Source: an optimization exercise on an open RTL-to-GDS flow (aim: small area). Production flows keep margins and buffers that such runs may drop.
In this exercise RTL edits were held to simulation tests only and were not proved equivalent to the original.
Power figures rest on the tool's default switching activity, not on a simulated workload.

==> run a <==
// pdp11
module pdp11(clk, reset, initial_pc, halted, waited, trapped, soft_reset,
	     bus_addr, bus_data_out, bus_data_in,
	     bus_rd, bus_wr, bus_byte_op,
	     bus_arbitrate, bus_ack, bus_error,
	     bus_i_access, bus_d_access, bus_cpu_cm,
	     mmu_fetch_va, mmu_valid_incdec,
	     mmu_trap_odd, mmu_abort, mmu_trap, mmu_wr_inhibit, mmu_incdec,
	     bus_int, bus_int_ipl, bus_int_vector, interrupt_ack_ipl, 
	     pc, psw, psw_io_wr);
Settings: LEC_CHECK=0, CAP_MARGIN=35, CORE_MARGIN=2, CORE_UTILIZATION=30, SLEW_MARGIN=35; clock period 14.0 ns.
run.sh (not shown) runs the stock make flow with config.mk's settings and CLKGATE_MAP_FILE= SYNTH_SCRIPT=/design/flow/synth_recipe.tcl, a recipe that flattens the netlist after the stock synthesis.
==> run b (differences from run a) <==
--- a/flow/design.v
+++ b/flow/design.v
@@ -1205,21 +1205,20 @@
    reg   div_abort;
    wire   shift_out;
    wire   sign_change16;
    wire   sign_change32;
    wire   div_overflow;
-   wire   mul_flag_n, mul_flag_z, mul_flag_c;
+   wire   mul_overflow;
    wire   e1_advance;
    wire   is_isn_muldiv;
    mul1616 mul1616_box(.clk(clk), .reset(reset),
 		       .ready(mul_ready),
 		       .done(mul_done),
 		       .multiplier(ss_data),
 		       .multiplicand(dd_data),
 		       .product(mul_result),
-		       .flag_n(mul_flag_n), .flag_z(mul_flag_z),
-		       .flag_c(mul_flag_c));
+		       .overflow(mul_overflow));
    div3216 div3216_box(.clk(clk), .reset(reset),
 		       .ready(div_ready),
 		       .done(div_done),
 		       .dividend({ss_reg_value, ss_rego1_value}),
 		       .divider(dd_data),
@@ -1255,11 +1254,11 @@
 	    cc_n or cc_z or cc_v or cc_c or isn or
 	    e32_result or e32_result_sign or e32_result_zero or
 	    e1_result or e1_result_sign or e1_result_zero or
 	    e1_result_byte_sign or e1_result_byte_zero or
 	    mul_result or div_result or div_remainder or
-	    div_overflow or mul_flag_n or mul_flag_z or mul_flag_c or
+	    div_overflow or mul_overflow or
 	    dd_data_sign or dd_data_zero or ss_data_sign or
 	    pc_offset or new_pc_w or new_pc_b or new_pc_sob or
 	    current_mode or r5 or
 	    shift_result or shift_out or
 	    shift_sign_change16 or shift_sign_change32
@@ -1713,14 +1712,14 @@
 			if (0) $display("e: MUL %o %o %o",
 					ss_data, dd_data, mul_result);
 			mul_ready = 1;
 			e32_result = mul_result[31:16];
 			e1_result = mul_result[15:0];
-			new_cc_n = mul_flag_n;
-			new_cc_z = mul_flag_z;
+			new_cc_n = e32_result_sign;
+			new_cc_z = e32_result_zero;
 			new_cc_v = 0;
-			new_cc_c = mul_flag_c;
+			new_cc_c = mul_overflow;
 			latch_cc = 1;
 		     end
 		   1:					     
 		     begin
 			if (dd_data == 0)
@@ -2112,75 +2111,73 @@
 	     endcase  
 	  end  
      end  
 endmodule  
 module mul1616(clk, reset, ready, done, multiplier, multiplicand,
-	       product, flag_n, flag_z, flag_c);
+	       product, overflow); 
    input         clk;
    input 	 reset;
    input 	 ready;
    input [15:0]  multiplier, multiplicand;
    output 	 done;
    output [31:0] product;
-   output 	 flag_n, flag_z, flag_c;
-   reg [31:0] 	 p;
-   reg [4:0] 	 bitnum;
+   output 	 overflow;
+   reg [31:0]    product, product_temp;
+   reg [15:0]    multiplier_copy;
+   reg [31:0]    multiplicand_copy;
+   reg           negative_output;
+   reg [4:0]     bitnum; 
    reg [1:0] 	 state;
    wire [1:0] 	 next_state;
    parameter 	 idle = 2'd0;
    parameter 	 running = 2'd1;
    parameter 	 last = 2'd2;
    assign 	 done = state == last;
+   assign overflow = ($signed(product) > 32'sh00007fff) ||
+		     ($signed(product) < 32'shffff8000);
    always @(posedge clk)
      if (reset)
        state <= idle;
      else
        state <= next_state;
    assign next_state = (state == idle && ready) ? running :
 		       (state == running) ? (bitnum == 5'd1 ? last : running) :
 		       (state == last) ? (ready ? last : idle) : idle;
-   wire [15:0] mp = multiplier[15] ? (~multiplier + 16'd1) : multiplier;
-   wire [15:0] mc = multiplicand[15] ? (~multiplicand + 16'd1) : multiplicand;
-   wire        negative_output = multiplier[15] ^ multiplicand[15];
-   wire [16:0] sum = {1'b0, p[31:16]} + {1'b0, p[0] ? mc : 16'd0};
    always @(posedge clk)
-     if (state == idle)
+     if (reset)
        begin
-	  bitnum <= 5'd16;
-	  p <= {16'd0, mp};
+	  bitnum <= 0;
+	  negative_output <= 0;
+	  product <= 0;
+	  product_temp <= 0;
+	  multiplicand_copy <= 0;
+	  multiplier_copy <= 0;
        end
+   else
+     if (state == idle)
+       begin
+          bitnum            <= 5'd16;
+          product           <= 0;
+          product_temp      <= 0;
+          multiplicand_copy <= !multiplicand[15] ? 
+                               { 16'd0, multiplicand } : 
+                               { 16'd0, ~multiplicand + 16'b1};
+          multiplier_copy   <= !multiplier[15] ?
+                              multiplier : ~multiplier + 16'b1; 
+	  negative_output <= multiplier[15] ^ multiplicand[15];
+       end 
      else
-       if (state == running)
+       if (bitnum != 0)
 	 begin
-	    if (~bitnum[4])
-	      p <= {sum, p[15:1]};
-	    bitnum <= bitnum - 5'd1;
+            if (multiplier_copy[0] == 1'b1)
+	      product_temp <= product_temp + multiplicand_copy;
+            product <= !negative_output ? 
+		       product_temp : ~product_temp + 32'b1;
+            multiplier_copy <= multiplier_copy >> 1;
+            multiplicand_copy <= multiplicand_copy << 1;
+            bitnum <= bitnum - 5'b1;
 	 end
-   wire [31:0] pt = {1'b0, p[31:1]};
-   assign product = negative_output ? (~pt + 32'd1) : pt;
-   reg 	       any, ge, other;
-   integer     b;
-   always @(*)
-     begin
-	any = 1'b0;
-	ge = 1'b0;
-	other = 1'b0;
-	for (b = 1; b < 32; b = b + 1)
-	  if (b > bitnum)
-	    begin
-	       any = any | p[b];
-	       if (b >= bitnum + 16)
-		 ge = ge | p[b];
-	       if (b != bitnum + 16)
-		 other = other | p[b];
-	    end
-     end
-   wire        at15 = p[{1'b1, bitnum[3:0]}];
-   wire        gt = ge & (~at15 | other);
-   assign flag_z = ~any;
-   assign flag_n = negative_output & any;
-   assign flag_c = negative_output ? gt : ge;
 endmodule
 module div3216(clk, reset, ready, done,
 	       dividend, divider, quotient, remainder, overflow);
    input         clk;
    input 	 reset;
@@ -2189,14 +2186,15 @@
    input [15:0]  divider;
    output [15:0] quotient;
    output [15:0] remainder;
    output 	 done;
    output 	 overflow;
-   reg [14:0] 	 r;
-   reg [15:0] 	 q;
-   reg 		 q_big;
-   reg [5:0]     bitnum;
+   reg [31:0]    quotient_temp;
+   reg [63:0] 	 dividend_copy, divider_copy;
+   reg           negative_output;
+   wire [63:0] 	 diff;
+   reg [5:0]     bitnum; 
    reg [1:0] 	 state;
    wire [1:0] 	 next_state;
    parameter 	 idle = 2'd0;
    parameter 	 running = 2'd1;
    parameter 	 last = 2'd2;
@@ -2207,36 +2205,49 @@
      else
        state <= next_state;
    assign next_state = (state == idle && ready) ? running :
 		       (state == running) ? (bitnum == 6'd1 ? last : running) :
 		       (state == last) ? (ready ? last : idle) : idle;
-   wire [31:0] 	 dividend_abs = dividend[31] ? (~dividend + 32'd1) : dividend;
-   wire [15:0] 	 d = divider[15] ? (~divider + 16'd1) : divider;
-   wire 	 negative_output = divider[15] ^ dividend[31];
-   wire [4:0] 	 idx = bitnum[4:0] - 5'd1;
-   wire [15:0] 	 trial = {r, dividend_abs[idx]};
-   wire [16:0] 	 diff = {1'b0, trial} - {1'b0, d};
-   wire 	 fits = ~diff[16];
-   always @(posedge clk)
-     if (state == idle)
+   assign diff = dividend_copy - divider_copy;
+   assign quotient = ~negative_output ?
+		     quotient_temp[15:0] : ~quotient_temp[15:0] + 16'b1;
+   assign remainder = ~dividend[31]  ?
+		      dividend_copy[15:0] : ~dividend_copy[15:0] + 16'b1;
+   assign overflow = ($signed(quotient_temp) > 32'sh00008000) ||
+		     ($signed(quotient_temp) < 32'shffff8000);
+   always @(posedge clk) 
+     if (reset)
        begin
-          bitnum <= 6'd32;
-	  r <= 15'd0;
-	  q <= 16'd0;
-	  q_big <= 1'b0;
+	  bitnum <= 0;
+	  negative_output <= 0;
+	  quotient_temp <= 0;
+	  dividend_copy <= 0;
+	  divider_copy <= 0;
        end
      else
-       if (state == running)
+       if (state == idle)
 	 begin
-	    r <= fits ? diff[14:0] : trial[14:0];
-	    q <= {q[14:0], fits};
-	    q_big <= q_big | q[15];
-            bitnum <= bitnum - 6'b1;
-	 end
-   assign quotient = ~negative_output ? q : ~q + 16'b1;
-   assign remainder = ~dividend[31] ? {1'b0, r} : ~{1'b0, r} + 16'b1;
-   assign overflow = q_big || (q[15] && q[14:0] != 15'd0);
+            bitnum <= 6'd32;
+            quotient_temp <= 0;
+            dividend_copy <= !dividend[31] ? 
+                             {32'd0, dividend} : 
+                             {32'd0, ~dividend + 32'b1};
+            divider_copy <= !divider[15] ? 
+			    {17'b0, divider, 31'd0} : 
+			    {17'b0, ~divider + 16'b1, 31'd0};
+            negative_output <= (divider[15] && !dividend[31]) ||
+			       (!divider[15] && dividend[31]);
+	 end 
+       else
+	 if (bitnum != 0)
+	   begin
+              quotient_temp <= { quotient_temp[30:0], diff[63] ? 1'b0 : 1'b1 };
+	      if (~diff[63])
+		dividend_copy <= diff;
+              divider_copy <= { 1'b0, divider_copy[63:1] };
+              bitnum <= bitnum - 6'b1;
+	   end
 endmodule
 module shift32(clk, reset, ready, done, in, out, shift,
 	       last_bit, sign_change16, sign_change32); 
    input         clk;
    input 	 reset;
==> qor summary <==
quantity	run b	run a
Status	timing/DRC/antenna clean	timing/DRC/antenna clean
Instance count after placement with tap cells included	11200	9578
First element of the critical path	isn[7]	isn[11]
Skew final	0.0486 ns	0.0463 ns
Synthesis-to-layout area growth	14.4%	14.6%
Post-synthesis share of cell area spent on full adders, half adders and majority gates	0.0523	0.0511
Cell count after synthesis	8633	7415
Register cell area after layout	15800 um2	12200 um2
Simple-Gate Fraction of Synth Area	0.236	0.228
Total internal power	7.89 mW	6.63 mW
Via count of the first global-routing pass	68200	60100
Per-cell via count in the routed design	6.63	6.84
Largest incremental delay on the critical path	0.81 ns	0.79 ns

[afterwards: timing with drivers on the ports]
No port has a modelled driver above. Below, the same layouts with a new extraction and two added sets of constraints. Step 1, drivers: a clkbuf_16 drives clk and a buf_2 each remaining input, both assumed. Step 2 adds t to the input delays and takes it off the output delays; t is the mean of the earliest and latest rising clock arrival at the registers after step 1. Input paths then give back, and output paths get back, about the clock's delay inside the block. a / b / c = no drivers / after step 1 / after step 2; a / b = the first two.
run	t (ns)	setup slack, ns	worst data-port slew with drivers (ns)
run a	0.811	3.951 / 3.864 / 4.312	0.05
run b	0.895	4.336 / 4.254 / 4.709	0.11
After both steps setup and hold are still met in every run listed.
